Background: an optimization exercise with open tools, aiming at small area, a short achievable clock period and few clock cycles. Do not read the settings as production practice.
RTL that was checked went through simulation tests only; none was proved equivalent to the original.

## v6
Design interpolation, start of the top module:
module interpolation (
    input           clk,
    input           RST,
    input           START,
    input   [5:0]   H0,
    input   [5:0]   V0,
    input   [3:0]   SW,
    input   [3:0]   SH,
    output          REN,
    input   [7:0]   R_DATA,
    output  [11:0]  ADDR,
    output  [7:0]   O_DATA,
    output          O_VALID
);
==> module interpolation, before the edit <==
module interpolation (
    input           clk,
    input           RST,
    input           START,
    input   [5:0]   H0,
    input   [5:0]   V0,
    input   [3:0]   SW,
    input   [3:0]   SH,
    output          REN,
    input   [7:0]   R_DATA,
    output  [11:0]  ADDR,
    output  [7:0]   O_DATA,
    output          O_VALID
);
    parameter Q = 5;
    reg [5:0] h0;
    reg [3:0] dh, dv;            
    reg       ract;
    reg [4:0] rrow;              
    reg [3:0] rfv;               
    reg [5:0] rtop;              
    reg [3:0] rj;                
    reg       rph;               
    reg [11:0] addr;
    reg       ren;
    reg [2:0] cr;                
    reg       b1, v2, b2, v3, b3, p4;
    reg [3:0] f1, f2, f3;
    reg [7:0] rd, ta;              
    reg [7:0] cv;
    reg [7:0] q [0:Q-1];
    reg [2:0] cnt;
    reg [4:0] oc;                
    reg [3:0] ofh;
    reg       hz, hc, hl;        
    reg [7:0] odata;
    reg       ovalid;
    assign REN = ren;
    assign ADDR = addr;
    assign O_DATA = odata;
    assign O_VALID = ovalid;
    localparam [4:0] FIRST = 5'd1, LAST = 5'd24;
    function [4:0] step;
        input [4:0] x;
        step = {x[3:0], x[4] ^ x[2]};
    endfunction
    function [19:0] lerp_a;
        input [7:0] a, b;
        input [3:0] f;
        reg [7:0] m0, m1, m2, m3;
        begin
            m0 = f[0] ? b : a;
            m1 = f[1] ? b : a;
            m2 = f[2] ? b : a;
            m3 = f[3] ? b : a;
            lerp_a[19:10] = {2'b0, a} + {2'b0, m0} + {1'b0, m1, 1'b0};
            lerp_a[9:0] = {2'b0, m2} + {1'b0, m3, 1'b0};
        end
    endfunction
    function [7:0] lerp;
        input [7:0] a, b;
        input [3:0] f;
        reg [19:0] pr;
        begin
            pr = lerp_a(a, b, f);
            lerp = lerp_b(pr[19:10], pr[9:0]);
        end
    endfunction
    function [7:0] lerp_b;
        input [9:0] p;
        input [9:0] r;
        reg [11:0] s;
        begin
            s = {2'b0, p} + {r, 2'b0};
            lerp_b = s[11:4];
        end
    endfunction
    wire       prod = p4;
    wire [7:0] cval = cv;
    wire [7:0] qL = q[0];
    wire [7:0] qR = q[1];
    wire       fire = (cnt != 3'd0) && (hz || cnt > 3'd1);
    wire       shift = fire && (hl || hc);
    wire [4:0] hsum = {1'b0, ofh} + {1'b0, dh};
    wire [4:0] hnext = {1'b0, hsum[3:0]} + {1'b0, dh};
    wire [4:0] ocnext = step(oc);
    wire       issue_first = ract && !rph && (cr != 3'd0 || shift);
    wire       issue = issue_first || (ract && rph);
    wire       direct = (rfv == 4'd0);
    wire       col_done = rph || (issue_first && direct);
    wire       row_done = col_done && (rj == dh);
    wire [4:0] vsum = {1'b0, rfv} + {1'b0, dv};
    wire [5:0] rbot = rtop + 6'd1;
    wire [2:0] wslot = cnt - {2'b0, shift};
    always @(posedge clk or posedge RST) begin
        if (RST) begin
            ract <= 1'b0;
            v2 <= 1'b0;
            v3 <= 1'b0;
            p4 <= 1'b0;
            cnt <= 3'd0;
            cr <= Q;
            ovalid <= 1'b0;
        end else begin
            v2 <= !ren;
            v3 <= v2;
            p4 <= v3 && (b3 || f3 == 4'd0);
            cr <= cr - {2'b0, issue_first} + {2'b0, shift};
            if (row_done && rrow == LAST) ract <= 1'b0;
            if (START) ract <= 1'b1;
            cnt <= cnt - {2'b0, shift} + {2'b0, prod};
            ovalid <= fire;
        end
    end
    integer i;
    always @(posedge clk) begin
        rd <= R_DATA;
        ta <= b2 ? rd : R_DATA;
        b1 <= rph;
        b2 <= b1;
        b3 <= b2;
        cv <= lerp(ta, rd, f3);
        f1 <= rfv;
        f2 <= f1;
        f3 <= f2;
        ren <= !issue;
        addr <= {rph ? rbot : rtop, h0 + {2'b0, rj}};
        if (issue_first && !direct) rph <= 1'b1;
        if (col_done) begin
            rph <= 1'b0;
            if (row_done) begin
                rj <= 4'd0;
                rrow <= step(rrow);
                rfv <= vsum[3:0];
                if (vsum[4]) rtop <= rbot;
            end else begin
                rj <= rj + 4'd1;
            end
        end
        for (i = 0; i < Q; i = i + 1) begin
            if (prod && wslot == i)
                q[i] <= cval;
            else if (shift && i < Q - 1)
                q[i] <= q[i + 1];
        end
        odata <= lerp(qL, qR, ofh);
        if (fire) begin
            if (hl) begin
                oc <= FIRST;
                ofh <= 4'd0;
                hz <= 1'b1;
                hc <= 1'b0;
                hl <= 1'b0;
            end else begin
                oc <= ocnext;
                ofh <= hsum[3:0];
                hz <= (hsum[3:0] == 4'd0);
                hc <= hnext[4];
                hl <= (ocnext == LAST);
            end
        end
        if (START) begin
            h0 <= H0;
            dh <= SW - 4'd1;
            dv <= SH - 4'd1;
            rtop <= V0;
            rfv <= 4'd0;
            rrow <= FIRST;
            rj <= 4'd0;
            rph <= 1'b0;
            oc <= FIRST;
            ofh <= 4'd0;
            hz <= 1'b1;
            hc <= 1'b0;
            hl <= 1'b0;
        end
    end
endmodule
export LEC_CHECK = 0
export CAP_MARGIN = 20
export CORE_MARGIN = 2
export CORE_UTILIZATION = 40
export CTS_BUF_LIST = sky130_fd_sc_hd__clkbuf_8
export PLACE_DENSITY = 0.6
export SLEW_MARGIN = 20
create_clock -name core_clock -period 12.0 [get_ports {clk}]
standard.sh (not shown) runs the stock make flow with config.mk's settings and CLKGATE_MAP_FILE= SYNTH_SCRIPT=/design/flow/synth_recipe.tcl, a recipe that flattens the netlist after the stock synthesis.
==> flow/flow/run.sh <==
#!/bin/bash
# The standard layout, with repair_timing aiming below the clock period and
# port buffers of the smallest buffer cell.
set -euo pipefail
bash standard.sh SETUP_SLACK_MARGIN=8.6 "BUFFER_PORTS_ARGS=-buffer_cell sky130_fd_sc_hd__buf_1"  finish > flow_standard.log 2>&1
v6: all stages complete, timing, DRC and antenna checks passed
--- input diff v6..v7 ---
--- a/flow/design.v
+++ b/flow/design.v
@@ -25,15 +25,19 @@
     reg       ren;
     reg [2:0] cr;                
     reg       b1, v2, b2, v3, b3, p4;
     reg [3:0] f1, f2, f3;
-    reg [7:0] rd, ta;              
-    reg [7:0] cv;
+    reg [7:0] rd, tp;
+    reg [9:0] vp;
+    reg [9:0] vr;
     reg [7:0] q [0:Q-1];
     reg [2:0] cnt;
     reg [4:0] oc;                
     reg [3:0] ofh;
     reg       hz, hc, hl;        
+    reg [9:0] hp;
+    reg [9:0] hr;
+    reg       hv;
     reg [7:0] odata;
     reg       ovalid;
     assign REN = ren;
     assign ADDR = addr;
@@ -56,17 +60,8 @@
             lerp_a[19:10] = {2'b0, a} + {2'b0, m0} + {1'b0, m1, 1'b0};
             lerp_a[9:0] = {2'b0, m2} + {1'b0, m3, 1'b0};
         end
     endfunction
-    function [7:0] lerp;
-        input [7:0] a, b;
-        input [3:0] f;
-        reg [19:0] pr;
-        begin
-            pr = lerp_a(a, b, f);
-            lerp = lerp_b(pr[19:10], pr[9:0]);
-        end
-    endfunction
     function [7:0] lerp_b;
         input [9:0] p;
         input [9:0] r;
         reg [11:0] s;
@@ -75,9 +70,9 @@
             lerp_b = s[11:4];
         end
     endfunction
     wire       prod = p4;
-    wire [7:0] cval = cv;
+    wire [7:0] cval = lerp_b(vp, vr);
     wire [7:0] qL = q[0];
     wire [7:0] qR = q[1];
     wire       fire = (cnt != 3'd0) && (hz || cnt > 3'd1);
     wire       shift = fire && (hl || hc);
@@ -99,8 +94,9 @@
             v3 <= 1'b0;
             p4 <= 1'b0;
             cnt <= 3'd0;
             cr <= Q;
+            hv <= 1'b0;
             ovalid <= 1'b0;
         end else begin
             v2 <= !ren;
             v3 <= v2;
@@ -108,19 +104,20 @@
             cr <= cr - {2'b0, issue_first} + {2'b0, shift};
             if (row_done && rrow == LAST) ract <= 1'b0;
             if (START) ract <= 1'b1;
             cnt <= cnt - {2'b0, shift} + {2'b0, prod};
-            ovalid <= fire;
+            hv <= fire;
+            ovalid <= hv;
         end
     end
     integer i;
     always @(posedge clk) begin
         rd <= R_DATA;
-        ta <= b2 ? rd : R_DATA;
+        tp <= rd;
         b1 <= rph;
         b2 <= b1;
         b3 <= b2;
-        cv <= lerp(ta, rd, f3);
+        {vp, vr} <= lerp_a(b3 ? tp : rd, rd, f3);
         f1 <= rfv;
         f2 <= f1;
         f3 <= f2;
         ren <= !issue;
@@ -142,9 +139,10 @@
                 q[i] <= cval;
             else if (shift && i < Q - 1)
                 q[i] <= q[i + 1];
         end
-        odata <= lerp(qL, qR, ofh);
+        {hp, hr} <= lerp_a(qL, qR, ofh);
+        odata <= lerp_b(hp, hr);
         if (fire) begin
             if (hl) begin
                 oc <= FIRST;
                 ofh <= 4'd0;
==> run summary <==
v7 — fraction of standard cell area that is sequential 5.3 points higher, v6 as reference. The higher flip-flop and latch count after synthesis came out of v7. v7: design area higher than v6. v7 ended with more number of multi-input combinational cells than v6. Post-route non-filler standard cell count of v7 exceeds that of v6 by a few percent. In the tables for v6 and v7, met1 capacity usage during global routing reads lower with v7.
Testbench counts of v7, summed over its fixed seeds: cycles 32,963.
For v6, only the layout was checked, not whether the RTL still works.

re-timing with driven ports:
No port has a modelled driver above. Below, the same layouts with a new extraction and two added sets of constraints.
Step 1 sets driving cells, clkbuf_16 on the clock port and buf_2 on the other inputs (assumed; they add their load-dependent delay and slew).
Step 2 adds t to the input delays and takes it off the output delays; t is the mean of the earliest and latest rising clock arrival at the registers after step 1. Input paths then give back, and output paths get back, about the clock's delay inside the block.
a / b / c = ideal ports / drivers / drivers and shift; a / b = the first two.
run | t, ns | setup WS [ns] | worst slew at a driven data input, ns
v6 | 0.503 | 8.296 / 8.296 / 8.296 | 0.03
v7 | 0.496 | 8.622 / 8.579 / 8.395 | 0.04
After both steps every run listed still meets setup and hold. For v7, which loses most, drivers alone change the setup slack by -0.043 ns; drivers and shift together by -0.227 ns.
